What follows belongs to an exercise in optimizing a design on an open flow for small area; a production flow would make more cautious choices. RTL that was checked went through simulation tests only; none was proved equivalent to the original. The RTL of runs 4 to 6 was laid out without a check of its function. No activity file was given, so power comes from the tool's default toggle rates.

$ cat design/flow/flow/run.sh
#!/bin/bash
# Layout flow: the standard flow (standard.sh) with these changes to how the layout is built:
#  - synthesis is standard.sh's own, except that ABC maps the logic with an area-oriented
#    script (flow/abc_area_nf.script) instead of ORFS's abc_speed.script; the flip-flops,
#    their names and cell types come out as in the standard synthesis;
#  - the port buffers that buffer_ports inserts use the smallest buffer cell (buf_1);
#  - clock tree synthesis runs without dummy loads.
# Output: synth.log (synthesis), standard.log (the rest of the flow); ORFS's logs under orfs/logs.
set -euo pipefail
work=$(pwd)
rm -rf "$work/orfs_scripts"
cp -r "$FLOW_HOME/scripts" "$work/orfs_scripts"
cp "$work/flow/abc_area_nf.script" "$work/orfs_scripts/abc_speed.script"
SCRIPTS_DIR="$work/orfs_scripts" bash standard.sh synth > synth.log 2>&1
export BUFFER_PORTS_ARGS="-buffer_cell sky130_fd_sc_hd__buf_1"
export CTS_ARGS="-sink_clustering_enable -repair_clock_nets -dont_use_dummy_load -buf_list {sky130_fd_sc_hd__clkbuf_4 sky130_fd_sc_hd__clkbuf_8}"
bash standard.sh > standard.log 2>&1
$ cat design/flow/flow/abc_area_nf.script
&get -n
&st
&dch
&nf -a
&put
$ cat design/flow/standard.sh
#!/bin/bash
# synth_recipe.tcl (not shown) runs the flow's synth.tcl, then flattens the netlist and writes it again
# the make line also repeats each setting of config.mk as NAME=value (left out here)
make -C /OpenROAD-flow-scripts/flow DESIGN_CONFIG=/design/flow/config.mk WORK_HOME=/design/flow/orfs CLKGATE_MAP_FILE= SYNTH_SCRIPT=/design/flow/synth_recipe.tcl "${@:-finish}"
$ cat design/flow/config.mk
export PLATFORM = sky130hd
export DESIGN_NAME = MemChecker
export DESIGN_NICKNAME = MemChecker
export VERILOG_FILES = /design/flow/design.v
export SDC_FILE = /design/flow/constraint.sdc
export NUM_CORES = 8
export LEC_CHECK = 0
export ABC_AREA = 0
export CAP_MARGIN = 30
export CORE_AREA = 3 3 422 422
export DIE_AREA = 0 0 425 425
export PLACE_DENSITY = 0.75
export SLEW_MARGIN = 30
$ cat design/flow/constraint.sdc
create_clock -name core_clock -period 10.0 [get_ports {clock}]
set_input_delay 2.0000 -clock core_clock [delete_from_list [all_inputs] [get_ports {clock}]]
set_output_delay 2.0000 -clock core_clock [all_outputs]
set_load 0.01 [all_outputs]
$ cat design/flow/design.v
module MemCheckerInc #(parameter W = 32) (
  input  [W-1:0] a,
  input          ci,
  output [W-1:0] s
);
  wire [W:0] c;
  assign c[0] = ci;
  genvar i;
  generate
    for (i = 0; i < W; i = i + 1) begin : g
      assign s[i] = a[i] ^ c[i];
      assign c[i+1] = c[i] & a[i];
    end
  endgenerate
endmodule
module MemCheckerIncF #(parameter W = 32) (
  input  [W-1:0] a,
  input          ci,
  output [W-1:0] s
);
  localparam integer NB = W / 4;
  wire [NB:0] cb;
  assign cb[0] = ci;
  genvar b, i;
  generate
    for (b = 0; b < NB; b = b + 1) begin : g_blk
      assign cb[b+1] = cb[b] & (&a[4 * b +: 4]);
      wire [4:0] c;
      assign c[0] = cb[b];
      for (i = 0; i < 4; i = i + 1) begin : g_bit
        assign s[4 * b + i] = a[4 * b + i] ^ c[i];
        assign c[i+1] = c[i] & a[4 * b + i];
      end
    end
  endgenerate
endmodule
module MemCheckerDec #(parameter W = 26) (
  input  [W-1:0] a,
  output [W-1:0] s
);
  wire [W:0] b;
  assign b[0] = 1'b1;
  genvar i;
  generate
    for (i = 0; i < W; i = i + 1) begin : g
      assign s[i] = a[i] ^ b[i];
      assign b[i+1] = b[i] & ~a[i];
    end
  endgenerate
endmodule
module MemCheckerWrPat #(parameter W = 26) (
  input  [2:0]   mode,
  input  [W-1:0] n,
  output [511:0] pat
);
  wire m1 = mode == 3'd1;
  wire m2 = mode == 3'd2;
  wire m3 = mode == 3'd3;
  wire m4 = mode == 3'd4;
  wire m5 = mode == 3'd5;
  wire m6 = mode == 3'd6;
  wire m7 = mode == 3'd7;
  wire walk = m2 | m3;
  wire G = m1 | m3 | (m4 & ~n[0]);
  wire [7:0] phi;
  wire [15:0] plo;
  wire [3:0] dl;
  genvar i, c, l;
  generate
    for (i = 0; i < 8; i = i + 1) begin : g_phi
      assign phi[i] = ~walk | (n[6:4] == i);
    end
    for (i = 0; i < 16; i = i + 1) begin : g_plo
      assign plo[i] = ~walk | (n[3:0] == i);
    end
    for (i = 0; i < 4; i = i + 1) begin : g_dl
      assign dl[i] = n[8:7] == i;
    end
  endgenerate
  wire [3:0] bU  = ({4{m2}} & ~dl) | ({4{m3}} & dl);
  wire [3:0] bA5 = bU | ({4{m5}} & 4'b0101);
  wire [3:0] bB5 = bU | ({4{m5}} & 4'b0011);
  wire [3:0] bA6 = bU | ({4{m6}} & 4'b0101);
  wire [3:0] bB6 = bU | ({4{m6}} & 4'b0011);
  wire [3:0] bA7 = bU | ({4{m7}} & 4'b0101);
  wire [3:0] bB7 = bU | ({4{m7}} & 4'b0011);
  wire [7:0] phm2 = phi & {8{m2}};
  wire [31:0] bUh;
  generate
    for (i = 0; i < 32; i = i + 1) begin : g_buh
      assign bUh[i] = phi[i / 4] & bU[i % 4];
    end
  endgenerate
  generate
    for (c = 0; c < 128; c = c + 1) begin : g_col
      localparam integer B5 = c % 8;
      localparam integer B6 = c % 32;
      wire v5, v6, v7;
      if (B5 < 4) begin : g5c
        assign v5 = ((c >> (3 + B5)) & 1) ? m5 : 1'b0;
      end else if (B5 < 6) begin : g5m
        assign v5 = m5;
      end else begin : g5n
        assign v5 = m5 & n[B5 - 6];
      end
      if (B6 < 2) begin : g6c
        assign v6 = ((c >> (5 + B6)) & 1) ? m6 : 1'b0;
      end else if (B6 < 4) begin : g6m
        assign v6 = m6;
      end else if (B6 - 4 < W) begin : g6n
        assign v6 = m6 & n[B6 - 4];
      end else begin : g6z
        assign v6 = 1'b0;
      end
      if (c < 2) begin : g7m
        assign v7 = m7;
      end else if (c - 2 < W) begin : g7n
        assign v7 = m7 & n[c - 2];
      end else begin : g7z
        assign v7 = 1'b0;
      end
      wire g = ~((phm2[c / 16] & plo[c % 16]) | G | v5 | v6 | v7);
      if ((B5 == 4) || (B5 == 5) || (B6 == 2) || (B6 == 3) || (c < 2)) begin : g_mix
        wire a = phi[c / 16] & plo[c % 16];
        wire [3:0] b = (B5 == 4) ? bA5 : (B5 == 5) ? bB5 : (B6 == 2) ? bA6 : (B6 == 3) ? bB6 :
                       (c == 0) ? bA7 : bB7;
        for (l = 0; l < 4; l = l + 1) begin : g_lane
          assign pat[128 * l + c] = ~((a & b[l]) | g);
        end
      end else begin : g_uni
        for (l = 0; l < 4; l = l + 1) begin : g_lane
          assign pat[128 * l + c] = ~((plo[c % 16] & bUh[4 * (c / 16) + l]) | g);
        end
      end
    end
  endgenerate
endmodule
module MemCheckerRdChk #(parameter W = 32) (
  input  [2:0]   mode,
  input  [W-1:0] n,
  input  [511:0] rd,
  output         match
);
  wire [127:0] A1, A0, MA, MB;    
  wire [3:0] R1, R0;              
  genvar c, i, l;
  generate
    for (c = 0; c < 128; c = c + 1) begin : g_col
      assign A1[c] = rd[c] & rd[128 + c] & rd[256 + c] & rd[384 + c];
      assign A0[c] = ~(rd[c] | rd[128 + c] | rd[256 + c] | rd[384 + c]);
      assign MA[c] = ~rd[c] & rd[128 + c] & ~rd[256 + c] & rd[384 + c];
      assign MB[c] = ~rd[c] & ~rd[128 + c] & rd[256 + c] & rd[384 + c];
    end
    for (l = 0; l < 4; l = l + 1) begin : g_row
      assign R1[l] = &rd[128 * l +: 128];
      assign R0[l] = ~|rd[128 * l +: 128];
    end
  endgenerate
  wire [7:0] T1, T0;
  wire [15:0] S1, S0;
  generate
    for (i = 0; i < 8; i = i + 1) begin : g_blk
      assign T1[i] = &A1[16 * i +: 16];
      assign T0[i] = &A0[16 * i +: 16];
    end
    for (i = 0; i < 16; i = i + 1) begin : g_str
      assign S1[i] = A1[i] & A1[16 + i] & A1[32 + i] & A1[48 + i] & A1[64 + i] & A1[80 + i] & A1[96 + i] & A1[112 + i];
      assign S0[i] = A0[i] & A0[16 + i] & A0[32 + i] & A0[48 + i] & A0[64 + i] & A0[80 + i] & A0[96 + i] & A0[112 + i];
    end
  endgenerate
  wire [7:0] dhi;
  wire [15:0] dlo;
  wire [3:0] dl;
  generate
    for (i = 0; i < 8; i = i + 1) begin : g_dhi
      assign dhi[i] = n[6:4] == i;
    end
    for (i = 0; i < 16; i = i + 1) begin : g_dlo
      assign dlo[i] = n[3:0] == i;
    end
    for (i = 0; i < 4; i = i + 1) begin : g_dl
      assign dl[i] = n[8:7] == i;
    end
  endgenerate
  wire match0 = &T0;
  wire match1 = &T1;
  wire match2 = (&(T0 | dhi)) & (&(S0 | dlo)) & (&(R0 ^ dl));
  wire match3 = (&(T1 | dhi)) & (&(S1 | dlo)) & (&(R1 ^ dl));
  wire match4 = n[0] ? match0 : match1;
  wire [127:0] leaf5;
  wire [1:0] grp5;
  generate
    for (c = 0; c < 128; c = c + 1) begin : g_l5
      localparam integer B5 = c % 8;
      if (B5 < 4) begin : gc
        assign leaf5[c] = ((c >> (3 + B5)) & 1) ? A1[c] : A0[c];
      end else if (B5 == 4) begin : ga
        assign leaf5[c] = MA[c];
      end else if (B5 == 5) begin : gb
        assign leaf5[c] = MB[c];
      end else begin : gn
        assign leaf5[c] = 1'b1;
      end
    end
    for (i = 0; i < 2; i = i + 1) begin : g_g5
      wire all1 = A1[6 + i] & A1[14 + i] & A1[22 + i] & A1[30 + i] & A1[38 + i] & A1[46 + i] & A1[54 + i] & A1[62 + i] &
                  A1[70 + i] & A1[78 + i] & A1[86 + i] & A1[94 + i] & A1[102 + i] & A1[110 + i] & A1[118 + i] & A1[126 + i];
      wire all0 = A0[6 + i] & A0[14 + i] & A0[22 + i] & A0[30 + i] & A0[38 + i] & A0[46 + i] & A0[54 + i] & A0[62 + i] &
                  A0[70 + i] & A0[78 + i] & A0[86 + i] & A0[94 + i] & A0[102 + i] & A0[110 + i] & A0[118 + i] & A0[126 + i];
      assign grp5[i] = n[i] ? all1 : all0;
    end
  endgenerate
  wire match5 = (&leaf5) & (&grp5);
  wire [31:0] grp6;
  generate
    for (i = 0; i < 32; i = i + 1) begin : g_g6
      wire all1 = A1[i] & A1[32 + i] & A1[64 + i] & A1[96 + i];
      wire all0 = A0[i] & A0[32 + i] & A0[64 + i] & A0[96 + i];
      if (i == 0) begin : g0
        assign grp6[i] = A0[0] & A1[32] & A0[64] & A1[96];
      end else if (i == 1) begin : g1
        assign grp6[i] = A0[1] & A0[33] & A1[65] & A1[97];
      end else if (i == 2) begin : g2
        assign grp6[i] = MA[2] & MA[34] & MA[66] & MA[98];
      end else if (i == 3) begin : g3
        assign grp6[i] = MB[3] & MB[35] & MB[67] & MB[99];
      end else if (i - 4 < W) begin : gn
        assign grp6[i] = n[i - 4] ? all1 : all0;
      end else begin : gz
        assign grp6[i] = all0;
      end
    end
  endgenerate
  wire match6 = &grp6;
  wire [127:0] leaf7;
  generate
    for (c = 0; c < 128; c = c + 1) begin : g_l7
      if (c == 0) begin : ga
        assign leaf7[c] = MA[0];
      end else if (c == 1) begin : gb
        assign leaf7[c] = MB[1];
      end else if (c - 2 < W) begin : gn
        assign leaf7[c] = n[c - 2] ? A1[c] : A0[c];
      end else begin : gz
        assign leaf7[c] = A0[c];
      end
    end
  endgenerate
  wire match7 = &leaf7;
  reg m;
  always @(*) begin
    case (mode)
      3'd0: m = match0;
      3'd1: m = match1;
      3'd2: m = match2;
      3'd3: m = match3;
      3'd4: m = match4;
      3'd5: m = match5;
      3'd6: m = match6;
      default: m = match7;
    endcase
  end
  assign match = m;
endmodule
module MemChecker(
  input          clock,
  input          reset,
  output [31:0]  io_mem_address,
  output [63:0]  io_mem_byteenable,
  output         io_mem_read,
  input  [511:0] io_mem_readdata,
  input  [1:0]   io_mem_response,
  output         io_mem_write,
  output [511:0] io_mem_writedata,
  input          io_mem_waitrequest,
  input          io_mem_readdatavalid,
  input          io_mem_writeresponsevalid,
  output [7:0]   io_mem_burstcount,
  output         io_ctrl_AW_ready,
  input          io_ctrl_AW_valid,
  input  [7:0]   io_ctrl_AW_bits_addr,
  input  [2:0]   io_ctrl_AW_bits_prot,
  output         io_ctrl_W_ready,
  input          io_ctrl_W_valid,
  input  [31:0]  io_ctrl_W_bits_wdata,
  input  [3:0]   io_ctrl_W_bits_wstrb,
  input          io_ctrl_B_ready,
  output         io_ctrl_B_valid,
  output [1:0]   io_ctrl_B_bits,
  output         io_ctrl_AR_ready,
  input          io_ctrl_AR_valid,
  input  [7:0]   io_ctrl_AR_bits_addr,
  input  [2:0]   io_ctrl_AR_bits_prot,
  input          io_ctrl_R_ready,
  output         io_ctrl_R_valid,
  output [31:0]  io_ctrl_R_bits_rdata,
  output [1:0]   io_ctrl_R_bits_rresp
);
  reg         reset_d;     
  always @(posedge clock) reset_d <= reset;
  reg  [1:0]  state_wr;    
  reg         wr_en;
  reg  [5:0]  wr_addr;
  reg  [31:0] wr_data;
  reg  [1:0]  state_rd;    
  reg  [5:0]  rd_addr;
  reg  [31:0] rd_data;
  wire wr_s0 = state_wr == 2'd0;
  wire wr_s1 = state_wr == 2'd1;
  wire wr_s2 = state_wr == 2'd2;
  wire wr_s3 = state_wr == 2'd3;
  wire aw_rdy = wr_s0 | wr_s2;
  wire w_rdy  = wr_s0 | wr_s1;
  always @(posedge clock) begin
    if (reset) begin
      state_wr <= 2'd0;
    end else begin
      case (state_wr)
        2'd0: state_wr <= io_ctrl_AW_valid ? (io_ctrl_W_valid ? 2'd3 : 2'd1) : (io_ctrl_W_valid ? 2'd2 : 2'd0);
        2'd1: if (io_ctrl_W_valid) state_wr <= 2'd3;
        2'd2: if (io_ctrl_AW_valid) state_wr <= 2'd3;
        default: if (io_ctrl_B_ready) state_wr <= 2'd0;
      endcase
    end
    wr_en <= (wr_s0 & io_ctrl_AW_valid & io_ctrl_W_valid) | (wr_s1 & io_ctrl_W_valid) | (wr_s2 & io_ctrl_AW_valid);
    if (aw_rdy) wr_addr <= io_ctrl_AW_bits_addr[7:2];
    if (w_rdy) wr_data <= io_ctrl_W_bits_wdata;
    if (reset) begin
      state_rd <= 2'd0;
    end else begin
      case (state_rd)
        2'd0: if (io_ctrl_AR_valid) state_rd <= 2'd1;
        2'd1: state_rd <= 2'd2;
        default: if (io_ctrl_R_ready) state_rd <= 2'd0;
      endcase
    end
    if (state_rd == 2'd0) rd_addr <= io_ctrl_AR_bits_addr[7:2];
  end
  assign io_ctrl_AW_ready = aw_rdy;
  assign io_ctrl_W_ready = w_rdy;
  assign io_ctrl_B_valid = wr_s3;
  assign io_ctrl_B_bits = 2'd0;
  assign io_ctrl_AR_ready = state_rd == 2'd0;
  assign io_ctrl_R_valid = state_rd == 2'd2;
  assign io_ctrl_R_bits_rdata = rd_data;
  assign io_ctrl_R_bits_rresp = 2'd0;
  reg        ctrl_dir;
  reg  [2:0] ctrl_mode;
  reg        rd_status, wr_status;
  reg        rd_start, wr_start;
  reg [63:0] rd_base, wr_base;
  reg [31:0] rd_len, wr_len;
  wire we_ctrl   = wr_en & (wr_addr == 6'h04);
  wire we_rstat  = wr_en & (wr_addr == 6'h08);
  wire we_rctrl  = wr_en & (wr_addr == 6'h09);
  wire we_radlo  = wr_en & (wr_addr == 6'h0a);
  wire we_radhi  = wr_en & (wr_addr == 6'h0b);
  wire we_rlen   = wr_en & (wr_addr == 6'h0c);
  wire we_wstat  = wr_en & (wr_addr == 6'h18);
  wire we_wctrl  = wr_en & (wr_addr == 6'h19);
  wire we_wadlo  = wr_en & (wr_addr == 6'h1a);
  wire we_wadhi  = wr_en & (wr_addr == 6'h1b);
  wire we_wlen   = wr_en & (wr_addr == 6'h1c);
  wire r_done, w_done;
  wire [31:0] wd = wr_data & {32{~reset}};
  always @(posedge clock) begin
    if (we_ctrl | reset) begin
      ctrl_dir <= wd[0];
      ctrl_mode <= wd[10:8];
    end
    if (we_radlo | reset) rd_base[31:0] <= wd;
    if (we_radhi | reset) rd_base[63:32] <= wd;
    if (we_rlen | reset) rd_len <= wd;
    if (we_wadlo | reset) wr_base[31:0] <= wd;
    if (we_wadhi | reset) wr_base[63:32] <= wd;
    if (we_wlen | reset) wr_len <= wd;
    if (reset) begin
      rd_status <= 1'b0;
      wr_status <= 1'b0;
      rd_start <= 1'b0;
      wr_start <= 1'b0;
    end else begin
      rd_status <= (rd_status & ~(we_rstat & wr_data[0])) | r_done;
      wr_status <= (wr_status & ~(we_wstat & wr_data[0])) | w_done;
      rd_start <= we_rctrl & wr_data[0];
      wr_start <= we_wctrl & wr_data[0];
    end
  end
  reg  [1:0]  w_state;     
  reg  [31:0] w_addr;
  reg  [25:0] w_len;       
  reg  [25:0] w_n;         
  reg         w_prev, w_en, w_en_d, w_init_d, w_incr_d;
  reg  [31:0] w_sresp, w_sdur;
  wire w_busy = w_state != 2'd0;
  wire w_init = (w_state == 2'd0) & wr_start;
  wire w_acc  = w_busy & ~io_mem_waitrequest;
  wire [25:0] w_n_inc;
  wire w_eqhi = w_n[25:6] == w_len[25:6];
  wire w_last = w_n_inc == w_len;
  wire w_eob  = w_last | (&w_n[5:0]);
  wire [19:0] w_page_inc;
  MemCheckerInc #(.W(20)) u_wpage (.a(w_addr[31:12]), .ci(1'b1), .s(w_page_inc));
  MemCheckerInc #(.W(26)) u_wn (.a(w_n), .ci(w_acc), .s(w_n_inc));
  wire [31:0] w_sresp_inc, w_sdur_inc;
  MemCheckerInc #(.W(32)) u_wresp (.a(w_sresp), .ci(w_incr_d), .s(w_sresp_inc));
  MemCheckerInc #(.W(32)) u_wdur (.a(w_sdur), .ci(w_en_d), .s(w_sdur_inc));
  assign w_done = w_prev & ~w_busy;
  always @(posedge clock) begin
    if (reset) begin
      w_state <= 2'd0;
    end else begin
      case (w_state)
        2'd0: if (wr_start) w_state <= 2'd1;
        2'd1: if (~io_mem_waitrequest) w_state <= w_last ? 2'd0 : 2'd2;
        default: if (~io_mem_waitrequest & w_eob) w_state <= w_last ? 2'd0 : 2'd1;
      endcase
    end
    if (w_init) w_addr <= wr_base[31:0];
    else if ((w_state == 2'd2) & ~io_mem_waitrequest & w_eob & ~w_last) w_addr[31:12] <= w_page_inc;
    if (w_init) w_len <= wr_len[31:6];
    w_n <= w_init ? 26'd0 : w_n_inc;
    w_prev <= w_busy;
    if (reset) w_en <= 1'b0;
    else w_en <= w_init | (~w_done & w_en);
    w_en_d <= w_en;
    w_init_d <= w_init;
    w_incr_d <= w_busy & io_mem_writeresponsevalid & (io_mem_response == 2'd0);
    if (reset_d | w_init_d) w_sresp <= 32'd0;
    else w_sresp <= w_sresp_inc;
    if (reset_d | (~w_en_d & w_init_d)) w_sdur <= 32'd0;
    else w_sdur <= w_sdur_inc;
  end
  wire [7:0] w_bc = w_eqhi ? {2'd0, w_len[5:0]} : 8'd64;
  reg  [1:0]  r_state;
  reg  [31:0] r_addr;
  reg  [25:0] r_rem;
  reg  [5:0]  r_cyc;
  reg         r_prev, r_en, r_en_d, r_incr_d;
  reg  [31:0] r_sresp, r_sdur;
  reg  [2:0]  mode_q;
  reg         c_init_d1, c_init_d2, c_inc_d1, c_inc_d2, c_ok, c_ok_d;
  reg  [31:0] s_tot, s_ok;
  wire r_busy = r_state != 2'd0;
  wire r_init = (r_state == 2'd0) & rd_start;
  wire r_inc  = r_busy & io_mem_readdatavalid;
  wire r_beat = (r_state == 2'd2) & io_mem_readdatavalid;
  wire r_eob  = r_cyc == 6'd0;
  wire [25:0] r_rem_dec;
  MemCheckerDec #(.W(26)) u_rdec (.a(r_init ? rd_len[31:6] : r_rem), .s(r_rem_dec));
  wire [19:0] r_page_inc;
  MemCheckerInc #(.W(20)) u_rpage (.a(r_addr[31:12]), .ci(1'b1), .s(r_page_inc));
  wire [5:0] r_cyc_dec;
  MemCheckerDec #(.W(6)) u_rcyc (.a(r_cyc), .s(r_cyc_dec));
  wire [6:0] r_cyc_p1;
  MemCheckerInc #(.W(7)) u_rbc (.a({1'b0, r_cyc}), .ci(1'b1), .s(r_cyc_p1));
  wire [31:0] r_sresp_inc, r_sdur_inc;
  MemCheckerInc #(.W(32)) u_rresp (.a(r_sresp), .ci(r_incr_d), .s(r_sresp_inc));
  MemCheckerInc #(.W(32)) u_rdur (.a(r_sdur), .ci(r_en_d), .s(r_sdur_inc));
  wire [5:0]  r_cyc_new = r_rem_dec[5:0] | {6{|r_rem_dec[25:6]}};
  assign r_done = r_prev & ~r_busy;
  always @(posedge clock) begin
    if (reset) begin
      r_state <= 2'd0;
    end else begin
      case (r_state)
        2'd0: if (rd_start) r_state <= 2'd1;
        2'd1: if (~io_mem_waitrequest) r_state <= r_eob ? 2'd0 : 2'd2;
        default: if (r_beat & r_eob) r_state <= (r_rem == 26'd0) ? 2'd0 : 2'd1;
      endcase
    end
    if (r_init) r_addr <= rd_base[31:0];
    else if (r_beat & r_eob) r_addr[31:12] <= r_page_inc;
    if (r_init | r_beat) r_rem <= r_rem_dec;
    if (r_init | (r_beat & r_eob)) r_cyc <= r_cyc_new;
    else if (r_beat) r_cyc <= r_cyc_dec;
    r_prev <= r_busy;
    if (reset) r_en <= 1'b0;
    else r_en <= r_init | (~r_done & r_en);
    r_en_d <= r_en;
    r_incr_d <= r_inc & (io_mem_response == 2'd0);
    if (reset_d | c_init_d1) r_sresp <= 32'd0;
    else r_sresp <= r_sresp_inc;
    if (reset_d | (~r_en_d & c_init_d1)) r_sdur <= 32'd0;
    else r_sdur <= r_sdur_inc;
  end
  wire [31:0] s_tot_inc, s_ok_inc, n_r_inc;
  MemCheckerIncF #(.W(32)) u_tot (.a(s_tot), .ci(c_inc_d2), .s(s_tot_inc));
  MemCheckerInc #(.W(32)) u_ok (.a(s_ok), .ci(c_ok_d), .s(s_ok_inc));
  wire [31:0] tot_now = (reset_d | c_init_d2) ? 32'd0 : s_tot_inc;
  MemCheckerIncF #(.W(32)) u_nr (.a(tot_now), .ci(c_inc_d1), .s(n_r_inc));
  wire [31:0] n_r = c_init_d1 ? 32'd0 : n_r_inc;
  wire r_match;
  MemCheckerRdChk #(.W(32)) u_rchk (.mode(mode_q), .n(n_r), .rd(io_mem_readdata), .match(r_match));
  always @(posedge clock) begin
    mode_q <= ctrl_mode;
    c_init_d1 <= r_init;
    c_init_d2 <= c_init_d1;
    c_inc_d1 <= r_inc;
    c_inc_d2 <= c_inc_d1;
    c_ok <= r_inc & r_match;
    c_ok_d <= c_ok;
    s_tot <= tot_now;
    if (reset_d | c_init_d2) s_ok <= 32'd0;
    else s_ok <= s_ok_inc;
  end
  MemCheckerWrPat #(.W(26)) u_wpat (.mode(mode_q), .n(w_n), .pat(io_mem_writedata));
  wire w_cmd = w_state == 2'd1;
  wire r_cmd = r_state == 2'd1;
  assign io_mem_address = ctrl_dir ? (w_cmd ? w_addr : 32'd0) : (r_cmd ? r_addr : 32'd0);
  assign io_mem_burstcount = ctrl_dir ? (w_cmd ? w_bc : 8'd0) : (r_cmd ? {1'b0, r_cyc_p1} : 8'd0);
  assign io_mem_byteenable = 64'hffffffffffffffff;
  assign io_mem_read = r_cmd;
  assign io_mem_write = w_busy;
  always @(posedge clock) begin
    if (state_rd == 2'd1) begin
      case (rd_addr)
        6'h00: rd_data <= 32'h3e3c8ec8;
        6'h01: rd_data <= 32'h00010003;
        6'h02: rd_data <= 32'h00004040;
        6'h04: rd_data <= {21'd0, ctrl_mode, 7'd0, ctrl_dir};
        6'h08: rd_data <= {31'd0, rd_status};
        6'h0a: rd_data <= rd_base[31:0];
        6'h0b: rd_data <= rd_base[63:32];
        6'h0c: rd_data <= rd_len;
        6'h0d: rd_data <= r_sresp;
        6'h0e: rd_data <= r_sdur;
        6'h18: rd_data <= {31'd0, wr_status};
        6'h1a: rd_data <= wr_base[31:0];
        6'h1b: rd_data <= wr_base[63:32];
        6'h1c: rd_data <= wr_len;
        6'h1d: rd_data <= w_sresp;
        6'h1e: rd_data <= w_sdur;
        6'h28: rd_data <= s_tot;
        6'h29: rd_data <= s_ok;
        default: rd_data <= 32'd0;
      endcase
    end
  end
endmodule
==> reports/qor.csv, run 1 <==
metric,value,unit
Hold Path Cell Cnt,0,
"Req. time, crit path",10.32,ns
Post-synth EDFFs,394,
"critical path fanouts, max",20,
final wirelength,321000,um
TritonCTS clock tree,built,
"Seq/Total Area, Yosys",43.2,%
# hold bufs at CTS,0,
Die X,425,um
Synth cell types,61,
# H-tree levels,3,
Pleak,0.0172,uW
top cell type's share of synthesized area,30.4,%
vias per cell,6.08,
Min-Delay Path Class,reg2reg,
critical path type,in2reg,
nets,6290,
DRC viols,0,
initial antenna violation count,77,
worst ir drop on vdd,0.114,mV
net switching power,4580,uW
crit path max-delay cell type,nand4_1,
Final Setup Violations,0,
Fin. Hold Viols,0,
Seq pwr share,34.3,%
Comb power frac,47.1,%
Starting Density,22.4,%
Area Growth Syn to Fin,27.6,%
PortBufs,1157,
first-pass GRT wire length,411000,um
clock sinks,644,
top post-synthesis cells by area,"edfxtp_1 (30%), dfxtp_1 (13%), ha_1 (9.7%)",
syn_area_per_cell,9.82,um^2
row count,153,
Die Span Y,425,um
Sum Neg Setup Slack,0,ns
Syn. warnings,2,
Least-Margin Pin Slew,1.18,ns
fmax,0.117,GHz
storage element area,16800,um^2
"Top FF cell, synth",edfxtp_1,
die area,181000,um^2
grt total ovfl,0,
drt wl/cell,41.3,um
Power Dens Cells,192,nW/um^2
share of layout cells above drive strength 1,7.72,%
post-synthesis cell area,39000,um^2
core area,174000,um^2
switching share of power,48.0,%
Seq cells post-synth,644,
I/O pin cnt,1241,
post_cts resized,0,
TritonCTS buffer count,99,
fin crit share,85.3,%
Post-CTS Setup Inserts,0,
path depth of the worst reg2reg path,31,
post-route cell area,49700,um^2
post-layout util,28.5,%
placed cell areas,48100,um^2
Clk Tree Root Cell,clkbuf_8,
Final Power,9540,uW
crit end category,flip-flop,
Worst-Skew Late Latency,0.72,ns
Clock power frac,18.7,%
Slew HR,20.5,%
CP max stage delay,0.31,ns
hpwl dp,269000,um
max-cap violations,0,
Max Root-Sink Buffers,3,
CP most frequent cell,ha_1,
1st-pass router iterations,7,
clk slew on worst S/H paths,0.06,ns
Starting DRT DRC Count,6931,
CP startpoint kind,input pin,
Post-Syn Instances,3968,
Final Critical Period,8.53,ns
post-route ant nets,0,
area of the multi-input gates,22500,um^2
Filler Cells Inserted,18700,
max-slew violations,0,
via count,47300,
Pint,4960,uW
skew final,0.0934,ns
async set or reset register ratio after synthesis,0,%
run status,timing/DRC/antenna clean,
largest net degree at the start of global routing,71,
unrepaired setup endpoints after global routing,false,
global placement routability congestion,1.06,
dominant cell type by area after synthesis,edfxtp_1,
GR Util All Layers,33.6,%
WP data arrival,8.85,ns
vias in the first global route,44100,
[metrics by stage]
| step | setup slack (ns) | hold WS, ns | cells |
|---|---|---|---|
| final | 1.47 | 0.331 | 7774 |
| after global routing | 1.22 | 0.343 | 7759 |
| after CTS | 1.56 | 0.335 | 7727 |
| after detailed placement | 0.898 | 0.321 | 7628 |
| after global placement | 0.851 | 0.320 | 7622 |
| after floorplan | 1.63 | 0.310 | 4035 |
[placed cells by master (no fill, tap or decap), drive strengths merged, types with 7 or more instances in the layout]
master and n:
a21o 13, a211oi 13, conb 69, o21ai 49
nand3 66, a21oi 494, buf 1338, xnor2 40
nor3 53, clkbuf 101, nand2 272, mux2i 46
clkinv 56, nor2 143, edfxtp 394, diode 44
xor2 30, nand4b 7, and3 39, nand4 378
nor4 378, dfxtp 250, a22o 41, and4 14
nor2b 51, o22ai 9, and2 220, ha 301
a22oi 15, a31oi 179, a221oi 46, or3 7
o21a 8, nand2b 29, mux2 20, a222oi 91
or4 76, or2 8
[power by group through the flow]
stage	clock, uW	combinational, uW	sequential (uW)
2_1_floorplan	0	1580	3240
3_3_place_gp	0	4250	3300
3_5_place_dp	0	4290	3310
4_1_cts	1800	4310	3260
5_1_grt	1910	4530	3280
6_report	1780	4490	3270
[final timing paths]
| kind | startpoint | endpoint | slack (ns) |
|---|---|---|---|
| max | io_mem_waitrequest | w_addr[29]$_DFFE_PP_ | 1.47 |
| max reg2reg | r_state[0]$_SDFFE_PP0P_ | r_cyc[0]$_DFFE_PP_ | 2.07 |
| min | c_ok$_DFF_P_ | c_ok_d$_DFF_P_ | 0.33 |
| min reg2reg | c_ok$_DFF_P_ | c_ok_d$_DFF_P_ | 0.33 |
[metal layers]
layer | global-route usage [%] | vias up | wire length [um]
met3 | 8.34 | 881 | 31800
met1 | 38.3 | 23500 | 113000
li1 | - | 19100 | -
met2 | 53.9 | 3712 | 145000
met5 | 0 | - | 156
met4 | 25.9 | 26 | 31000
[worst max-delay path: cells and delay by family]
kind / cells / cell delay (ns)
simple gates: 3 / 0.60
fa+ha+maj: 24 / 4.84
xor+xnor: 2 / 0.39
compound gates: 2 / 0.44
buf+inv: 2 / 0.54
[final cells by class]
| cell class | count | share of cell area (%) |
|---|---|---|
| timing repair buffer | 1340 | 11.6 |
| inverter | 56 | 0.423 |
| tap | 2325 | 5.85 |
| multi-input combinational | 3266 | 45.3 |
| antenna | 44 | 0.222 |
| sequential | 644 | 33.9 |
| clock buffer | 99 | 2.74 |
[cells in the mapped netlist (66+ instances only)]
| cell type | count |
|---|---|
| or4_1 | 76 |
| buf_4 | 69 |
| edfxtp_1 | 394 |
| dfxtp_1 | 250 |
| nor2_1 | 143 |
| a21oi_1 | 494 |
| nor4_1 | 378 |
| a31oi_1 | 179 |
| and2_0 | 220 |
| nand3_1 | 66 |
| a222oi_1 | 91 |
| nand4_1 | 378 |
| ha_1 | 301 |
| nand2_1 | 272 |
[registers in the layout, indices dropped and copies added, names as in the netlist, 3 cells and up]
register   flops
r_cyc          6
wr_base       64
rd_len        32
r_sresp       32
rd_base       64
wr_data       32
w_sresp       32
rd_addr        6
s_tot         32
w_sdur        32
mode_q         3
r_rem         26
r_sdur        32
w_addr        32
ctrl_mode      3
w_len         26
s_ok          32
wr_addr        6
w_n           26
r_addr        32
wr_len        32
rd_data       32
[kinds of logic after synthesis]
logic type,count (synthesis),share of synthesized area (%)
AND/OR/NAND/NOR,1757,25.6
AO/OA/AOI/OAI,1003,16.2
flip-flops,644,43.2
adder cells (fa/ha/maj),301,9.67
buffers and inverters,125,1.87
XOR/XNOR,70,1.57
multiplexers,66,1.76
other,2,0.0193
==> run 2: changes to the inputs <==
--- a/design/flow/config.mk
+++ b/design/flow/config.mk
@@ -9,5 +9,5 @@
 export CAP_MARGIN = 30
 export CORE_AREA = 3 3 422 422
 export DIE_AREA = 0 0 425 425
-export PLACE_DENSITY = 0.75
+export PLACE_DENSITY = 0.9
 export SLEW_MARGIN = 30
==> run 2 against run 1 <==
  * Still clean
  * Power decreased by 0.86%
  * Sequential share of layout area about the same
  * Fmax about the same
  * Clock power about the same
  * Critical path depth unchanged
  * Sequential power about the same
  * Die area unchanged
  * Synthesized area unchanged
  * Hold slack improved by 0.023 ns
  * Cell area increased by 0.11%
  * Routed wire length increased by 1.3%
  * Global-route usage increased by 0.32 points
  * Critical path type unchanged
  * Critical endpoint is now w_addr[16]$_DFFE_PP_
  * Largest cell class unchanged
==> reports/qor.csv, run 2 <==
metric,value,unit
run status,timing/DRC/antenna clean,
"Seq/Total Area, Yosys",43.2,%
global placement routability congestion,1.09,
PortBufs,1157,
"critical path fanouts, max",20,
Clk Tree Root Cell,clkbuf_8,
post-synthesis cell area,39000,um^2
nets,6297,
vias in the first global route,45000,
max-slew violations,0,
WP data arrival,8.85,ns
Post-synth top cells,"a21oi_1 (494), edfxtp_1 (394), nand4_1 (378), nor4_1 (378), ha_1 (301)",
crit end category,flip-flop,
crit path max-delay cell type,buf_4,
post-route ant nets,0,
top cell type's share of synthesized area,30.4,%
share of layout cells above drive strength 1,7.96,%
Die X,425,um
Least-Margin Pin Slew,1.26,ns
skew final,0.0758,ns
Pint,4940,uW
Comb power frac,46.5,%
CP max stage delay,0.32,ns
Die Span Y,425,um
most frequent cells in the layout,"buf_1 (1155), a21oi_1 (461), edfxtp_1 (394)",
grt total ovfl,0,
CP startpoint kind,input pin,
Seq cells post-synth,644,
drt wl/cell,41.7,um
Largest regs,"rd_base x64, wr_base x64",
Layout Cells excl Fill,7789,
Starting DRT DRC Count,8535,
max-cap violations,0,
Worst-Skew Late Latency,0.72,ns
Synth cell types,61,
1st-pass router iterations,10,
# H-tree levels,3,
Placed Cells,7632,
fin crit share,85.3,%
row count,153,
net switching power,4520,uW
clk slew on worst S/H paths,0.06,ns
largest net degree at the start of global routing,71,
final wirelength,325000,um
hpwl dp,267000,um
Pleak,0.0172,uW
Area Growth Syn to Fin,27.7,%
I/O pin cnt,1241,
Clock power frac,18.9,%
Seq pwr share,34.6,%
post_cts resized,0,
initial antenna violation count,90,
GR Util All Layers,33.9,%
Post-Syn Instances,3968,
critical path type,in2reg,
Max Root-Sink Buffers,3,
post-layout util,28.6,%
Final Critical Period,8.53,ns
async set or reset register ratio after synthesis,0,%
dominant cell type by area after synthesis,edfxtp_1,
fmax,0.117,GHz
Final Setup Violations,0,
Starting Density,22.4,%
first-pass GRT wire length,416000,um
Syn. warnings,2,
TritonCTS clock tree,built,
via count,48600,
TritonCTS buffer count,98,
vias per cell,6.24,
Min-Delay Path Class,reg2reg,
CP most frequent cell,ha_1,
clock sinks,644,
"commonest non-fill, non-tap cell in the layout",buf_1,
core area,174000,um^2
die area,181000,um^2
# hold bufs at CTS,0,
Fin. Hold Viols,0,
Slew HR,14.9,%
most common cell in the netlist,a21oi_1,
Post-CTS Setup Inserts,0,
"Top FF cell, synth",edfxtp_1,
switching share of power,47.8,%
Post-synth EDFFs,394,
Power Dens Cells,190,nW/um^2
unrepaired setup endpoints after global routing,false,
"Req. time, crit path",10.32,ns
top post-synthesis cells by area,"edfxtp_1 (30%), dfxtp_1 (13%), ha_1 (9.7%)",
Sum Neg Setup Slack,0,ns
DRC viols,0,
worst ir drop on vdd,0.123,mV
syn_area_per_cell,9.82,um^2
## run 2: cell types whose count changed in the layout (fill, tap and decap cells not counted), moves of 3 or more
cell	before	now
nor2_1	126	129
diode_2	44	52
nor4_1	354	349
nor4_2	23	28
buf_2	2	6
a21oi_2	15	20
buf_4	174	180
nor2_2	13	10
a21oi_1	465	461
## run 2: layout make-up
class,instances,area [um^2]
Antenna cell,52,130
Clock buffer,98,1350
Fill cell,18300,124000
Inverter,56,210
Multi-Input combinational cell,3266,22500
Sequential cell,644,16800
Tap cell,2325,2910
Timing Repair Buffer,1348,5790
## run 2: logic make-up (layout without fill, tap and decap cells)
| group | after synthesis | after routing | share of synthesized area [%] |
|---|---|---|---|
| simple gates | 1757 | 1757 | 25.6 |
| compound gates | 1003 | 1003 | 16.2 |
| flops | 644 | 644 | 43.2 |
| fa+ha+maj | 301 | 301 | 9.67 |
| buf+inv | 125 | 1502 | 1.87 |
| xor+xnor | 70 | 70 | 1.57 |
| mux | 66 | 66 | 1.76 |
| other cells | 2 | 121 | 0.0193 |
## run 2: per-layer routing
layer	track usage, %	part of all wire (%)
met2	55.0	45
met5	0	0.063
met1	37.9	34
met4	24.4	9.1
met3	10.0	11
## run 2: path summary, 6_finish.rpt
path                           start              endpoint  slack (ns)  cells past startpoint
max               io_mem_waitrequest  w_addr[16]$_DFFE_PP_        1.47                     33
min                  w_en$_SDFF_PP0_        w_en_d$_DFF_P_        0.35                      0
max reg2reg  r_state[0]$_SDFFE_PP0P_    r_cyc[5]$_DFFE_PP_        1.86                     32
min reg2reg          w_en$_SDFF_PP0_        w_en_d$_DFF_P_        0.35                      0
## run 2: metrics by stage
stage / power (uW) / hold WS, ns / setup slack (ns) / cell area, um^2
2_1_floorplan: 4820 / 0.310 / 1.63 / 39200
6_report: 9460 / 0.353 / 1.47 / 49800
3_5_place_dp: 7540 / 0.345 / 0.879 / 48100
3_3_place_gp: 7490 / 0.335 / 0.945 / 47900
4_1_cts: 9300 / 0.356 / 1.56 / 49500
5_1_grt: 9610 / 0.356 / 1.19 / 49700
## run 2: critical path: cells and delay by family
family                     cells  cell delay [ns]
AOI/OAI and AO/OA              2             0.45
adders and majority gates     24             4.85
buffers and inverters          2             0.60
and+or+nand+nor                3             0.58
xor gates and xnor gates       2             0.36
## run 2: power groups by stage
stage | sequential [uW] | combinational, uW | clock, uW
after floorplan | 3240 | 1580 | 0
after global placement | 3290 | 4200 | 0
after detailed placement | 3300 | 4240 | 0
after CTS | 3250 | 4260 | 1790
after global routing | 3270 | 4440 | 1900
final | 3270 | 4400 | 1790
==> run 3: changes to the inputs <==
--- a/design/flow/config.mk
+++ b/design/flow/config.mk
@@ -6,8 +6,8 @@
 export NUM_CORES = 8
 export LEC_CHECK = 0
 export ABC_AREA = 0
-export CAP_MARGIN = 30
+export CAP_MARGIN = 20
 export CORE_AREA = 3 3 422 422
 export DIE_AREA = 0 0 425 425
-export PLACE_DENSITY = 0.9
-export SLEW_MARGIN = 30
+export PLACE_DENSITY = 0.75
+export SLEW_MARGIN = 20
==> run 3 against run 2 <==
  * Sequential power is essentially flat
  * First-iteration DRC count is 17% lower
  * Still clean on timing, DRC and antenna
  * Non-clock buffer count down 16
  * Critical path type unchanged
  * Cell area shrank 0.64%
  * Final cell count fell by 0.18%
  * Critical path depth is the same
  * Sequential cell count unchanged
  * Utilization decreased by 0.18 points
  * Sequential share of layout area grew 0.22 points
  * Hold slack got worse by 0.025 ns
  * Count of clock-buffer cells in the layout increased by 2
==> reports/qor.csv, run 3 <==
metric,value,unit
skew final,0.0874,ns
Sum Neg Setup Slack,0,ns
CP top delay family,adder cells,
Worst Hold End,c_ok_d$_DFF_P_,
Max Root-Sink Buffers,3,
DRC viols,0,
crit path max-delay cell type,nand4_1,
post-synthesis cell area,39000,um^2
Post-CTS Setup Inserts,0,
most common cell in the netlist,a21oi_1,
GR Util All Layers,33.5,%
share of layout cells above drive strength 1,7.19,%
critical path type,in2reg,
Starting DRT DRC Count,7065,
vias per cell,6.10,
Starting Density,22.4,%
dominant cell type by area after synthesis,edfxtp_1,
Final Setup Violations,0,
"Req. time, crit path",10.32,ns
row count,153,
Clk Tree Root Cell,clkbuf_8,
Power Dens Cells,193,nW/um^2
vias in the first global route,44000,
die area,181000,um^2
Post-synth EDFFs,394,
"Seq/Total Area, Yosys",43.2,%
Die X,425,um
"Buf+Inv Stages, Crit Path",2,
first-pass GRT wire length,410000,um
1st-pass router iterations,10,
max-slew violations,0,
PortBufs,1157,
fin crit share,84.6,%
post-synthesis xor/xnor area fraction,1.57,%
clk slew on worst S/H paths,0.05,ns
max-cap violations,0,
CP most frequent cell,ha_1,
Least-Margin Pin Slew,1.39,ns
Pleak,0.0171,uW
async set or reset register ratio after synthesis,0,%
grt total ovfl,0,
syn_area_per_cell,9.82,um^2
final wirelength,320000,um
hold path start,c_ok$_DFF_P_,
Comb power frac,46.9,%
Post-Syn Instances,3968,
# hold bufs at CTS,0,
"critical path fanouts, max",20,
core area,174000,um^2
initial antenna violation count,85,
Filler Cells Inserted,18700,
simple-gate portion of the synthesized area,25.6,%
net switching power,4590,uW
post_cts resized,0,
path depth of the worst reg2reg path,31,
Seq cells post-synth,644,
Hold Path Cell Cnt,0,
adder-cell share of the synthesized area,9.67,%
reg-to-reg setup timing slack,2.04,ns
hpwl dp,269000,um
Seq pwr share,34.3,%
Largest regs,"rd_base x64, wr_base x64",
nets,6283,
top cell type's share of synthesized area,30.4,%
most frequent cells in the layout,"buf_1 (1156), a21oi_1 (466), edfxtp_1 (394)",
crit end category,flip-flop,
global placement routability congestion,1.06,
clock sinks,644,
Post-synth top cells,"a21oi_1 (494), edfxtp_1 (394), nand4_1 (378), nor4_1 (378), ha_1 (301)",
# H-tree levels,3,
Synth cell types,61,
Pint,4950,uW
unrepaired setup endpoints after global routing,false,
run status,timing/DRC/antenna clean,
Slew HR,6.21,%
Worst-Skew Late Latency,0.73,ns
Syn. warnings,2,
Final WS setup,1.54,ns
"Top FF cell, synth",edfxtp_1,
TritonCTS buffer count,100,
mux share of post-synthesis cell area,1.76,%
top post-synthesis cells by area,"edfxtp_1 (30%), dfxtp_1 (13%), ha_1 (9.7%)",
worst ir drop on vdd,0.108,mV
I/O pin cnt,1241,
CP max stage delay,0.31,ns
RR Startpoint,r_state[0]$_SDFFE_PP0P_,
Min-Delay Path Class,reg2reg,
fmax,0.118,GHz
largest family of logic cells by synthesized area,simple AND/OR/NAND/NOR gates,
Final Critical Period,8.46,ns
"commonest non-fill, non-tap cell in the layout",buf_1,
Die Span Y,425,um
Fin. Hold Viols,0,
TritonCTS clock tree,built,
Compound-Gate Fraction of Synth Area,16.2,%
drt wl/cell,41.2,um
CP startpoint kind,input pin,
largest net degree at the start of global routing,71,
FF-to-FF End,r_cyc[0]$_DFFE_PP_,
Place WS,0.958,ns
Clock power frac,18.8,%
WP data arrival,8.78,ns
post-route ant nets,0,
switching share of power,48.1,%
Area Growth Syn to Fin,26.9,%
via count,47400,
## run 3: cell counts after synthesis
No cell type changed its count.
## run 3: area by class of cell
| type | instances | area (um^2) | share of cell area (%) |
|---|---|---|---|
| Timing Repair Buffer | 1332 | 5670 | 11.5 |
| Sequential cell | 644 | 16800 | 34.1 |
| Tap cell | 2325 | 2910 | 5.88 |
| Clock buffer | 100 | 1380 | 2.78 |
| Inverter | 56 | 210 | 0.425 |
| Antenna cell | 52 | 130 | 0.263 |
| Multi-Input combinational cell | 3266 | 22300 | 45.1 |
## run 3: how the worst max path moves through the flow
stage / end / slack [ns] / startpoint / cells past startpoint
detailed placement: w_addr[31]$_DFFE_PP_ / 0.96 / io_mem_waitrequest / 33
global placement: w_addr[29]$_DFFE_PP_ / 0.85 / io_mem_waitrequest / 33
finish: w_addr[26]$_DFFE_PP_ / 1.54 / io_mem_waitrequest / 33
floorplan: w_addr[12]$_DFFE_PP_ / 1.63 / io_mem_waitrequest / 31
global route: w_addr[26]$_DFFE_PP_ / 1.33 / io_mem_waitrequest / 33
CTS: w_addr[26]$_DFFE_PP_ / 1.63 / io_mem_waitrequest / 33
## run 3: logic make-up after synthesis
| kind of cell | count (synthesis) |
|---|---|
| muxes | 66 |
| adders and majority gates | 301 |
| DFF | 644 |
| other | 2 |
| AOI/OAI and AO/OA | 1003 |
| buffers and inverters | 125 |
| and+or+nand+nor | 1757 |
| xor gates and xnor gates | 70 |
## run 3: through the flow
| step | power, uW | util [%] | cell area [um^2] | cells | hold slack (ns) |
|---|---|---|---|---|---|
| global placement | 7550 | 27.5 | 47800 | 7622 | 0.320 |
| CTS | 9350 | 28.3 | 49200 | 7723 | 0.335 |
| finish | 9530 | 28.4 | 49400 | 7775 | 0.328 |
| floorplan | 4820 | - | 39200 | 4035 | 0.310 |
| detailed placement | 7580 | 27.5 | 47900 | 7623 | 0.321 |
| global route | 9700 | 28.3 | 49400 | 7751 | 0.340 |
## run 3: per-layer routing
metal  wire length (um)  track usage [%]  vias to the layer above  share of wire (%)
li1                   -                -                    19200                  -
met1             112000             37.7                    23500                 35
met2             145000             53.7                     3828                 45
met3              32500             9.43                      975                 10
met4              30600             25.4                       32                9.6
met5                204                0                        -              0.064
## run 3: power by group through the flow
stage / Clock (uW) / Sequential [uW] / Combinational [uW]
final: 1800 / 3270 / 4470
after global routing: 1920 / 3280 / 4500
after CTS: 1810 / 3260 / 4290
after detailed placement: 0 / 3310 / 4270
after global placement: 0 / 3300 / 4250
after floorplan: 0 / 3240 / 1580
==> run 4: changes to the inputs <==
--- a/design/flow/design.v
+++ b/design/flow/design.v
@@ -84,13 +84,6 @@
   wire [3:0] bB6 = bU | ({4{m6}} & 4'b0011);
   wire [3:0] bA7 = bU | ({4{m7}} & 4'b0101);
   wire [3:0] bB7 = bU | ({4{m7}} & 4'b0011);
-  wire [7:0] phm2 = phi & {8{m2}};
-  wire [31:0] bUh;
-  generate
-    for (i = 0; i < 32; i = i + 1) begin : g_buh
-      assign bUh[i] = phi[i / 4] & bU[i % 4];
-    end
-  endgenerate
   generate
     for (c = 0; c < 128; c = c + 1) begin : g_col
       localparam integer B5 = c % 8;
@@ -119,18 +112,12 @@
       end else begin : g7z
         assign v7 = 1'b0;
       end
-      wire g = ~((phm2[c / 16] & plo[c % 16]) | G | v5 | v6 | v7);
-      if ((B5 == 4) || (B5 == 5) || (B6 == 2) || (B6 == 3) || (c < 2)) begin : g_mix
-        wire a = phi[c / 16] & plo[c % 16];
-        wire [3:0] b = (B5 == 4) ? bA5 : (B5 == 5) ? bB5 : (B6 == 2) ? bA6 : (B6 == 3) ? bB6 :
-                       (c == 0) ? bA7 : bB7;
-        for (l = 0; l < 4; l = l + 1) begin : g_lane
-          assign pat[128 * l + c] = ~((a & b[l]) | g);
-        end
-      end else begin : g_uni
-        for (l = 0; l < 4; l = l + 1) begin : g_lane
-          assign pat[128 * l + c] = ~((plo[c % 16] & bUh[4 * (c / 16) + l]) | g);
-        end
+      wire a = phi[c / 16] & plo[c % 16];
+      wire g = ~((m2 & a) | G | v5 | v6 | v7);
+      wire [3:0] b = (B5 == 4) ? bA5 : (B5 == 5) ? bB5 : (B6 == 2) ? bA6 : (B6 == 3) ? bB6 :
+                     (c == 0) ? bA7 : (c == 1) ? bB7 : bU;
+      for (l = 0; l < 4; l = l + 1) begin : g_lane
+        assign pat[128 * l + c] = ~((a & b[l]) | g);
       end
     end
   endgenerate
--- a/design/flow/config.mk
+++ b/design/flow/config.mk
@@ -6,8 +6,7 @@
 export NUM_CORES = 8
 export LEC_CHECK = 0
 export ABC_AREA = 0
-export CAP_MARGIN = 20
+export CAP_MARGIN = 10
 export CORE_AREA = 3 3 422 422
 export DIE_AREA = 0 0 425 425
-export PLACE_DENSITY = 0.75
-export SLEW_MARGIN = 20
+export SLEW_MARGIN = 10
==> run 4 against run 3 <==
  * The layout now fails its checks (capacitance limit, slew limit)
  * Sequential cell count did not move
  * Power grew 4.7%
  * Register-to-register slack lost 0.14 ns
  * Routed wire length increased by 0.25%
  * Fmax decreased by 2.4%
  * Sequential power about the same
  * Final cell count is 0.32% lower
  * Largest cell class unchanged
==> reports/qor.csv, run 4 <==
metric,value,unit
run status,"complete, but fails checks",
Failed Checks,"capacitance limit, slew limit",
Sum Neg Setup Slack,0,ns
Final Critical Period,8.67,ns
Max Root-Sink Buffers,3,
final wirelength,321000,um
top post-synthesis cells by area,"edfxtp_1 (30%), dfxtp_1 (13%), ha_1 (9.6%)",
met3 usage,10.5,%
TritonCTS buffer count,103,
clk slew on worst S/H paths,0.06,ns
DRC viols,0,
dominant cell type by area after synthesis,edfxtp_1,
post-layout util,28.7,%
Seq cells post-synth,644,
most frequent cells in the layout,"buf_1 (1156), a31oi_1 (517), nand4_1 (434)",
Final WS setup,1.33,ns
post-route ant nets,0,
nets,6278,
die area,181000,um^2
fin crit share,86.7,%
"Top FF cell, synth",edfxtp_1,
vias per cell,6.22,
post-synthesis xor/xnor area fraction,1.67,%
grt total ovfl,0,
Min-Delay Path Class,reg2reg,
Worst-Skew Late Latency,0.74,ns
initial antenna violation count,86,
skew final,0.108,ns
# hold bufs at CTS,0,
largest family of logic cells by synthesized area,simple AND/OR/NAND/NOR gates,
Post-synth top cells,"a31oi_1 (552), nand4_1 (434), nor4_1 (403)",
hpwl dp,266000,um
Least-Margin Pin Slew,1.54,ns
Die Span Y,425,um
post-synthesis cell area,39400,um^2
WP data arrival,9.05,ns
drt wl/cell,41.4,um
CP max stage delay,0.32,ns
async set or reset register ratio after synthesis,0,%
M2 GR Usage,50.2,%
Area Growth Syn to Fin,26.9,%
Post-synth EDFFs,394,
row count,153,
Starting Density,22.6,%
core area,174000,um^2
1st-pass router iterations,9,
Slew HR,-2.93,%
"Req. time, crit path",10.38,ns
Final Setup Violations,0,
adder-cell share of the synthesized area,9.55,%
GR Util All Layers,33.5,%
vias in the first global route,44400,
Post-CTS Setup Inserts,0,
PortBufs,1157,
share of layout cells above drive strength 1,7.31,%
most common cell in the netlist,a31oi_1,
Post-Syn Instances,3948,
Place WS,0.734,ns
Clk Tree Root Cell,clkbuf_8,
Syn. warnings,2,
post_cts resized,0,
critical path type,in2reg,
Synth cell types,58,
TritonCTS clock tree,built,
CP most frequent cell,ha_1,
simple-gate portion of the synthesized area,25.1,%
Filler Cells Inserted,18900,
first-pass GRT wire length,413000,um
Starting DRT DRC Count,7300,
Power Dens Cells,200,nW/um^2
Pleak,0.0171,uW
busiest layer in global routing,met2,
crit path max-delay cell type,ha_1,
top cell type's share of synthesized area,30.0,%
Largest regs,"rd_base x64, wr_base x64",
crit end category,flip-flop,
"commonest non-fill, non-tap cell in the layout",buf_1,
clock sinks,644,
max-cap violations,1,
largest net degree at the start of global routing,87,
"critical path fanouts, max",15,
Compound-Gate Fraction of Synth Area,17.6,%
via count,48200,
global placement routability congestion,1.07,
"Seq/Total Area, Yosys",42.7,%
mux share of post-synthesis cell area,1.51,%
worst ir drop on vdd,0.161,mV
CP startpoint kind,input pin,
I/O pin cnt,1241,
max-slew violations,5,
met1 Usage GRT,44.0,%
Fin. Hold Viols,0,
unrepaired setup endpoints after global routing,false,
Die X,425,um
# H-tree levels,3,
syn_area_per_cell,9.98,um^2
fmax,0.115,GHz
[run 4: cell types whose count changed after synthesis, moves of 25 or more]
cell,previous run,this run
a31oi_1,179,552
a21oi_1,494,128
nand4_1,378,434
or4_1,76,12
nand2_1,272,236
nor4_1,378,403
[run 4: kinds of logic after synthesis]
kind of cell | Yosys count
other | 2
adder cells (fa/ha/maj) | 301
flip-flops | 644
buffers and inverters | 123
multiplexers | 57
AO/OA/AOI/OAI | 1026
AND/OR/NAND/NOR | 1720
XOR/XNOR | 75
[run 4: worst paths after layout]
path                           start              endpoint  slack, ns  cells after the start
min reg2reg         c_inc_d1$_DFF_P_      c_inc_d2$_DFF_P_       0.30                      0
min                 c_inc_d1$_DFF_P_      c_inc_d2$_DFF_P_       0.30                      0
max               io_mem_waitrequest  w_addr[30]$_DFFE_PP_       1.33                     34
max reg2reg  w_state[0]$_SDFFE_PP0P_  w_addr[30]$_DFFE_PP_       1.90                     34
[run 4: layout make-up]
cell class | count | area (um^2) | area share (%)
Multi-Input combinational cell | 3248 | 22800 | 45.6
Sequential cell | 644 | 16800 | 33.7
Timing Repair Buffer | 1344 | 5750 | 11.5
Tap cell | 2325 | 2910 | 5.82
Clock buffer | 103 | 1420 | 2.83
Inverter | 54 | 203 | 0.405
Antenna cell | 32 | 80.1 | 0.160
[run 4: critical path, delay by kind of cell]
family,cells,cell delay (ns)
simple gates,5,0.95
buf+inv,2,0.54
xor+xnor,1,0.15
fa+ha+maj,24,5.04
compound gates,2,0.39
[run 4: where the power goes]
part           leakage [uW]  switching (uW)  internal [uW]
combinational        0.0105            3840           1000
sequential          0.00586             169           3120
clock              0.000741             947            902
total                0.0171            4960           5030
[run 4: layer usage]
metal | share of wire, % | vias to the layer above
met5 | 0.11 | -
met4 | 5.2 | 18
met3 | 11 | 740
met2 | 43 | 3622
met1 | 41 | 24300
li1 | - | 19400
[run 4: stage by stage]
stage | area, um^2 | hold WS (ns) | cells | power [uW]
2_1_floorplan | 39700 | 0.310 | 4015 | 4970
3_3_place_gp | 48500 | 0.320 | 7615 | 7890
3_5_place_dp | 48500 | 0.319 | 7615 | 7890
4_1_cts | 49900 | 0.293 | 7718 | 9740
5_1_grt | 50000 | 0.301 | 7740 | 10100
6_report | 50000 | 0.303 | 7750 | 9990
==> run 5: changes to the inputs <==
==> design/flow/config.mk (replaced) <==
export PLATFORM = sky130hd
export DESIGN_NAME = MemChecker
export DESIGN_NICKNAME = MemChecker
export VERILOG_FILES = /design/flow/design.v
export SDC_FILE = /design/flow/constraint.sdc
export NUM_CORES = 8
export LEC_CHECK = 0
export ABC_AREA = 0
export CAP_MARGIN = 30
export CORE_AREA = 3 3 647 197
export DIE_AREA = 0 0 650 200
export SLEW_MARGIN = 30
==> run 5 against run 4 <==
  * The run now finishes clean
  * Die area is 28% lower
  * Routed wire length is 0.70% higher
  * Utilization is 12 points higher
  * Critical path depth stayed put
  * Register-to-register slack worse by 0.28 ns
  * Sequential share of layout area is 0.14 points higher
  * Via count is 4.0% higher
  * Critical path type unchanged
  * Highest routed layer unchanged
==> reports/qor.csv, run 5 <==
metric,value,unit
Final Setup Violations,0,
Min-Delay Path Class,reg2reg,
nets,6256,
clk slew on worst S/H paths,0.07,ns
Pleak,0.0172,uW
hold slack,0.355,ns
Layout Cells excl Fill,7129,
# H-tree levels,3,
Largest regs,"rd_base x64, wr_base x64",
Pint,4890,uW
most common cell in the netlist,a31oi_1,
Power Dens Cells,194,nW/um^2
"critical path fanouts, max",20,
Seq cells post-synth,644,
Sum Neg Setup Slack,0,ns
worst ir drop on vdd,0.132,mV
"Top FF cell, synth",edfxtp_1,
PortBufs,1157,
Die X,650,um
fin crit share,91.2,%
initial antenna violation count,117,
"Seq/Total Area, Yosys",42.7,%
Max Root-Sink Buffers,3,
grt total ovfl,0,
Least-Margin Pin Slew,1.27,ns
dominant cell type by area after synthesis,edfxtp_1,
Seq pwr share,34.4,%
crit end category,flip-flop,
max-cap violations,0,
# hold bufs at CTS,0,
net switching power,4790,uW
Starting Density,32.2,%
post_cts resized,0,
TritonCTS clock tree,built,
first-pass GRT wire length,409000,um
unrepaired setup endpoints after global routing,false,
GR Util All Layers,47.0,%
DRC viols,0,
Synth cell types,58,
Syn. warnings,2,
via count,50100,
post-synthesis cell area,39400,um^2
syn_area_per_cell,9.98,um^2
placed cell areas,48000,um^2
skew final,0.134,ns
top cell type's share of synthesized area,30.0,%
CP Launch Point,io_mem_waitrequest,
Post-CTS Setup Inserts,0,
Worst-Skew Late Latency,0.77,ns
vias per cell,7.03,
WP data arrival,9.46,ns
die area,130000,um^2
final wirelength,323000,um
post-route cell area,49800,um^2
Placed Cells,6935,
reg-to-reg setup timing slack,1.62,ns
"commonest non-fill, non-tap cell in the layout",buf_1,
hold path start,r_en$_SDFF_PP0_,
CP startpoint kind,input pin,
Post-synth top cells,"a31oi_1 (552), nand4_1 (434), nor4_1 (403)",
critical path type,in2reg,
Starting DRT DRC Count,10400,
top post-synthesis cells by area,"edfxtp_1 (30%), dfxtp_1 (13%), ha_1 (9.6%)",
fmax,0.110,GHz
vias in the first global route,43300,
crit path max-delay cell type,nand2_1,
row count,70,
Comb power frac,47.5,%
RR Startpoint,w_state[0]$_SDFFE_PP0P_,
core area,123000,um^2
Final Power,9680,uW
TritonCTS buffer count,90,
Die Span Y,200,um
Area Growth Syn to Fin,26.4,%
max-slew violations,0,
most frequent cells in the layout,"buf_1 (1156), a31oi_1 (510), nand4_1 (434)",
share of layout cells above drive strength 1,8.14,%
largest net degree at the start of global routing,133,
Fin. Hold Viols,0,
global placement routability congestion,1.20,
1st-pass router iterations,13,
switching share of power,49.4,%
CP most frequent cell,ha_1,
post-route ant nets,0,
async set or reset register ratio after synthesis,0,%
Post-synth EDFFs,394,
"Req. time, crit path",10.34,ns
CP max stage delay,0.38,ns
Clk Tree Root Cell,clkbuf_8,
run status,timing/DRC/antenna clean,
Slew HR,15.3,%
Post-Syn Instances,3948,
I/O pin cnt,1241,
Final Critical Period,9.12,ns
drt wl/cell,45.4,um
clock sinks,644,
hpwl dp,270000,um
Clock power frac,18.1,%
## run 5: critical path: cells and delay by family
family                   cells  cell delay, ns
AO/OA/AOI/OAI                2            0.50
XOR/XNOR                     1            0.16
adder cells (fa/ha/maj)     24            5.17
buffers and inverters        2            0.40
AND/OR/NAND/NOR              5            1.21
## run 5: metal layers
| metal | vias up | global-route usage, % | share of wire [%] |
|---|---|---|---|
| met4 | 82 | 13.4 | 3.1 |
| met1 | 25200 | 63.6 | 43 |
| li1 | 19500 | - | - |
| met3 | 793 | 34.8 | 20 |
| met5 | - | 16.5 | 0.81 |
| met2 | 4539 | 54.3 | 34 |
## run 5: final cells by class
type                    count  area, um^2
fillers                 12500       72700
multi-input cells        3248       23500
flip-flops and latches    644       16800
repair buffers           1335        5730
well taps                1656        2070
clock buffers              90        1240
diodes                    102         255
inverters                  54         203
## run 5: per-stage QoR
stage	setup WS [ns]	utilization, %
detailed placement	0.514	39.2
CTS	1.14	40.2
global route	0.709	40.6
global placement	0.590	38.9
floorplan	0.823	-
finish	0.884	40.6
## run 5: power groups by stage
stage | Clock (uW) | Combinational, uW | Sequential [uW]
6_report | 1750 | 4600 | 3330
5_1_grt | 1870 | 4560 | 3330
4_1_cts | 1770 | 4150 | 3310
3_5_place_dp | 0 | 4130 | 3360
3_3_place_gp | 0 | 4090 | 3350
2_1_floorplan | 0 | 1720 | 3250
## run 5: cells by family after synthesis
kind of cell | share of synthesized area, %
other cells | 0.0191
compound gates | 17.6
fa+ha+maj | 9.55
buf+inv | 1.83
flops | 42.7
mux | 1.51
xor+xnor | 1.67
simple gates | 25.1
## run 5: worst paths after layout
path | endpoint | cells past startpoint
min reg2reg | r_en_d$_DFF_P_ | 0
max | w_addr[29]$_DFFE_PP_ | 34
max reg2reg | w_addr[28]$_DFFE_PP_ | 34
min | r_en_d$_DFF_P_ | 0
==> run 6: changes to the inputs <==
--- a/design/flow/design.v
+++ b/design/flow/design.v
@@ -383,8 +383,8 @@
   wire w_init = (w_state == 2'd0) & wr_start;
   wire w_acc  = w_busy & ~io_mem_waitrequest;
   wire [25:0] w_n_inc;
-  wire w_eqhi = w_n[25:6] == w_len[25:6];
-  wire w_last = w_n_inc == w_len;
+  wire w_eqhi = w_n_inc[25:6] == w_len[25:6];
+  wire w_last = w_eqhi & (w_n_inc[5:0] == w_len[5:0]);
   wire w_eob  = w_last | (&w_n[5:0]);
   wire [19:0] w_page_inc;
   MemCheckerInc #(.W(20)) u_wpage (.a(w_addr[31:12]), .ci(1'b1), .s(w_page_inc));
--- a/design/flow/config.mk
+++ b/design/flow/config.mk
@@ -7,6 +7,6 @@
 export LEC_CHECK = 0
 export ABC_AREA = 0
 export CAP_MARGIN = 30
-export CORE_AREA = 3 3 647 197
-export DIE_AREA = 0 0 650 200
+export CORE_AREA = 3 3 422 422
+export DIE_AREA = 0 0 425 425
 export SLEW_MARGIN = 30
==> run 6 against run 5 <==
  * Worst setup slack lost 0.66 ns
  * Die area grew 39%
  * Synthesized cell count shrank 0.18%
  * Largest power group unchanged
  * Synthesized area shrank 0.74%
==> reports/qor.csv, run 6 <==
metric,value,unit
GR Util All Layers,34.1,%
RR Startpoint,r_state[1]$_SDFFE_PP0P_,
syn_area_per_cell,9.93,um^2
PortBufs,1157,
Post-CTS Setup Inserts,0,
TritonCTS clock tree,built,
CP max stage delay,0.24,ns
final wirelength,325000,um
clock sinks,644,
core area,174000,um^2
Die X,425,um
dominant cell type by area after synthesis,edfxtp_1,
CP startpoint kind,input pin,
Filler Cells Inserted,18800,
top cell type's share of synthesized area,30.2,%
vias in the first global route,43600,
Compound-Gate Fraction of Synth Area,17.4,%
post-route ant nets,0,
run status,timing/DRC/antenna clean,
CP most frequent cell,ha_2,
"Buf+Inv Stages, Crit Path",3,
post-synthesis cell area,39100,um^2
Worst Hold End,c_ok_d$_DFF_P_,
mux share of post-synthesis cell area,1.19,%
FF-to-FF End,r_cyc[0]$_DFFE_PP_,
Seq cells post-synth,644,
initial antenna violation count,117,
Hold Path Cell Cnt,0,
Min-Delay Path Class,reg2reg,
post-synthesis xor/xnor area fraction,1.19,%
Syn. warnings,2,
WP data arrival,7.78,ns
I/O pin cnt,1241,
fmax,0.102,GHz
Slew HR,17.9,%
1st-pass router iterations,8,
Post-synth top cells,"a31oi_1 (558), nand4_1 (416), nor4_1 (400)",
Starting Density,22.5,%
"commonest non-fill, non-tap cell in the layout",buf_1,
adder-cell share of the synthesized area,9.63,%
Fin. Hold Viols,0,
global placement routability congestion,1.07,
Pleak,0.0171,uW
TritonCTS buffer count,101,
top post-synthesis cells by area,"edfxtp_1 (30%), dfxtp_1 (13%), ha_1 (9.6%)",
Placed Cells,7585,
Max Root-Sink Buffers,3,
critical path type,in2out,
"critical path fanouts, max",8,
hold path start,c_ok$_DFF_P_,
worst ir drop on vdd,0.248,mV
clk slew on worst S/H paths,0.06,ns
CP top delay family,adder cells,
vias per cell,6.05,
async set or reset register ratio after synthesis,0,%
Sum Neg Setup Slack,0,ns
Area Growth Syn to Fin,28.7,%
via count,46900,
first-pass GRT wire length,418000,um
"Seq/Total Area, Yosys",43.0,%
Synth cell types,56,
reg-to-reg setup timing slack,2.35,ns
max-slew violations,0,
Worst-Skew Late Latency,0.74,ns
row count,153,
"Req. time, crit path",8.00,ns
skew final,0.102,ns
hpwl dp,270000,um
Post-Syn Instances,3941,
Final Critical Period,9.78,ns
Post-synth EDFFs,394,
==> run 6: changes by cell type after synthesis, sizes merged, moves of 12 or more <==
cell | before | now
xnor2 | 48 | 21
nand4 | 434 | 416
mux2 | 20 | 3
nand2 | 236 | 281
and2 | 206 | 230
nor2b | 74 | 52
a21oi | 128 | 116
==> run 6: worst register-to-register path, delay by kind of cell (launching register included) <==
family	cells	cell delay, ns
AO/OA/AOI/OAI	1	0.06
adder cells (fa/ha/maj)	23	4.75
buffers and inverters	1	0.57
flip-flops	1	0.40
multiplexers	1	0.29
AND/OR/NAND/NOR	7	1.32
==> run 6: area by class of cell <==
| class | count | area, um^2 | share of cell area, % |
|---|---|---|---|
| multi-input cells | 3245 | 23300 | 46.2 |
| clock buffers | 101 | 1390 | 2.76 |
| inverters | 50 | 189 | 0.375 |
| flip-flops and latches | 644 | 16800 | 33.4 |
| well taps | 2325 | 2910 | 5.78 |
| repair buffers | 1320 | 5620 | 11.2 |
| diodes | 55 | 138 | 0.273 |
==> run 6: power by group <==
group          switching, uW  total (uW)  internal, uW
logic                   3640        4570           930
clock network            943        1830           886
registers                130        3240          3110
total                   4710        9640          4930
==> run 6: how the worst max path moves through the flow <==
stage	startpoint	to	slack [ns]	depth (start not counted)
after floorplan	io_mem_waitrequest	io_mem_burstcount[0]	0.03	31
after global placement	io_mem_waitrequest	io_mem_burstcount[5]	-1.08	36
after detailed placement	io_mem_waitrequest	io_mem_burstcount[5]	-1.02	36
after CTS	io_mem_waitrequest	io_mem_burstcount[3]	0.003	35
after global routing	io_mem_waitrequest	io_mem_burstcount[5]	-0.0005	35
final	io_mem_waitrequest	io_mem_burstcount[5]	0.22	35
==> run 6: metal layers <==
layer / GRT usage, % / share of wire, %
met3: 10.2 / 10
met5: 0 / 0.12
met1: 41.9 / 39
met2: 53.5 / 45
met4: 18.3 / 6.2
==> run 6: repair_timing <==
action	in CTS	in global routing
gates resized for setup	42	9
endpoints found under the hold margin	0	0
gates cloned	0	0
pin swaps	5	4
setup endpoints to repair	7	7
==> run 6: through the flow <==
stage / setup slack (ns) / util (%) / power [uW] / hold WS, ns
after floorplan: 0.0325 / - / 4840 / 0.310
after global placement: -1.08 / 27.6 / 7610 / 0.320
after detailed placement: -1.02 / 27.9 / 7650 / 0.321
after CTS: 0.00319 / 28.7 / 9480 / 0.346
after global routing: -0.000491 / 28.9 / 9800 / 0.355
final: 0.222 / 28.9 / 9640 / 0.345
==> run 6: cell families after synthesis <==
kind of cell	after synthesis
AOI/OAI and AO/OA	1004
buffers and inverters	119
muxes	46
other	2
DFF	644
adders and majority gates	301
xor gates and xnor gates	53
and+or+nand+nor	1772
